From an optimization exercise on the open Yosys and OpenROAD flow, aimed at small area and a short achievable clock period; shortcuts taken in it are not production practice.
In this exercise RTL edits were held to simulation tests only and were not proved equivalent to the original.
The clock port is modelled as an ideal driver; clocking choices that lean on that would not hold on a real chip.
No activity file was given, so power comes from the tool's default toggle rates.

// torus_mesh
module torus_mesh #(
   parameter flit_type_width = 2,
   parameter flit_data_width = 32,
   parameter vchannels = 1,
   parameter xdim = 3,
   parameter ydim = 3,
   parameter ph_prio_offset = 0,
   parameter ph_prio_width = 4,
   parameter nodes = xdim*ydim,
   parameter flit_width = flit_data_width + flit_type_width
)(
   input                          rst_n,
   input                          clk,
   input  [nodes*flit_width-1:0]  local_in_flit_i,
   input  [nodes*vchannels-1:0]   local_in_valid_i,
   output [nodes*vchannels-1:0]   local_in_ready_o,
   output [nodes*flit_width-1:0]  local_out_flit_o,
   output [nodes*vchannels-1:0]   local_out_valid_o,
   input  [nodes*vchannels-1:0]   local_out_ready_i
);
   wire rst;
   reset rs (.clk(clk), .rst_n(rst_n), .reset_globle(rst));
   wire [5*34-1:0] in_flit   [0:8];
   wire [4:0]      in_valid  [0:8];
   wire [4:0]      in_ready  [0:8];
   wire [5*34-1:0] out_flit  [0:8];
   wire [4:0]      out_valid [0:8];
   wire [4:0]      out_ready [0:8];
   genvar x, y;
   generate
      for (y = 0; y < 3; y = y + 1) begin : row
         for (x = 0; x < 3; x = x + 1) begin : col
            localparam integer n = x + 3*y;
            localparam [4:0] PRESENT = {1'b1, x > 0, y > 0, x < 2, y < 2};
            lisnoc_router #(.PRESENT(PRESENT)) u_router (
               .clk(clk), .rst(rst), .rst_n(rst_n),
               .in_flit(in_flit[n]), .in_valid(in_valid[n]), .in_ready(in_ready[n]),
               .out_flit(out_flit[n]), .out_valid(out_valid[n]), .out_ready(out_ready[n]));
            if (y < 2) begin : gn
               assign in_flit[n][0*34 +: 34] = out_flit[n+3][2*34 +: 34];
               assign in_valid[n][0]         = out_valid[n+3][2];
               assign out_ready[n][0]        = in_ready[n+3][2];
            end else begin : gn
               assign in_flit[n][0*34 +: 34] = 34'd0;
               assign in_valid[n][0]         = 1'b0;
               assign out_ready[n][0]        = 1'b0;
            end
            if (x < 2) begin : ge
               assign in_flit[n][1*34 +: 34] = out_flit[n+1][3*34 +: 34];
  ...
For scale: ~650 I/O pins, roughly 440000 sq um of cells after synthesis.
Settings: LEC_CHECK=0, CAP_MARGIN=20, CORE_MARGIN=2, CORE_UTILIZATION=65, CTS_CLUSTER_DIAMETER=80, CTS_CLUSTER_SIZE=25, SETUP_SLACK_MARGIN=4.6, SLEW_MARGIN=60; clock period 8.0 ns.
standard.sh (not shown) runs the stock make flow with config.mk's settings and CLKGATE_MAP_FILE= SYNTH_SCRIPT=/design/flow/synth_recipe.tcl, a recipe that flattens the netlist after the stock synthesis.
==> flow/flow/run.sh <==
#!/bin/bash
set -euo pipefail
cd "$(dirname "${BASH_SOURCE[0]}")/.."
bash standard.sh \
  "PRE_IO_PLACEMENT_TCL=$PWD/flow/io.tcl" \
  "POST_GLOBAL_PLACE_TCL=$PWD/flow/pinpath.tcl" \
  "CTS_ARGS=-sink_clustering_enable -repair_clock_nets -sink_clustering_size 25 -sink_clustering_max_diameter 80 -dont_use_dummy_load" \
  "BUFFER_PORTS_ARGS=-buffer_cell sky130_fd_sc_hd__buf_2" \
  finish > flow_make.log 2>&1
Other scripts of this flow, unchanged in this note and not shown: flow/flow/io.tcl, flow/flow/pinpath.tcl
Change:
==> flow/flow/run.sh (replaced) <==
#!/bin/bash
set -euo pipefail
cd "$(dirname "${BASH_SOURCE[0]}")/.."
bash standard.sh \
  "PRE_IO_PLACEMENT_TCL=$PWD/flow/io.tcl" \
  "POST_GLOBAL_PLACE_TCL=$PWD/flow/pinpath.tcl" \
  "CTS_ARGS=-sink_clustering_enable -repair_clock_nets -sink_clustering_size 20 -sink_clustering_max_diameter 50 -dont_use_dummy_load" \
  "BUFFER_PORTS_ARGS=-buffer_cell sky130_fd_sc_hd__buf_2" \
  finish > flow_make.log 2>&1
CTS_CLUSTER_DIAMETER = 50   (was 80)
CTS_CLUSTER_SIZE = 20   (was 25)
What happened: The new run completed with no timing, DRC or antenna violations. Via count rises slightly. Synthesized area does not change. Final area rises slightly. Critical path depth does not change. Core utilization rises by 0.92 points. Power rises by a few percent. First-iteration DRC count barely changes. Clock skew falls by 0.0065 ns. Non-clock buffer count rises by 4.

-- static timing again, ports no longer ideal --
How much do the figures lean on ideal ports? The routed layouts below were timed once more, with nothing changed but the port constraints.
Step 1 (the two cells are an assumption about what drives the block):
set clk [get_ports {clk}]
set_driving_cell -lib_cell sky130_fd_sc_hd__clkbuf_16 $clk
set_driving_cell -lib_cell sky130_fd_sc_hd__buf_2 [delete_from_list [all_inputs] $clk]
Step 2 also shifts input and output timing later by t, the mid clock arrival at the registers, as if the neighbouring blocks saw the same clock.
a / b / c = ideal / step 1 / step 2; a / b = the first two.
| run | t (ns) | slack for setup (ns) | worst setup path at the end | worst data-port slew with drivers (ns) | pins driven straight from the clock port |
|---|---|---|---|---|---|
| the first run | 1.256 | 4.455 / 4.303 / 4.437 | input to output | 0.28 | 1 |
| the second run | 1.315 | 4.410 / 4.248 / 4.438 | input to output | 0.30 | 1 |
After both steps setup and hold are still met in every run listed. The setup slack of the first run, which loses most, moves by -0.152 ns with the drivers and by -0.018 ns with both steps.
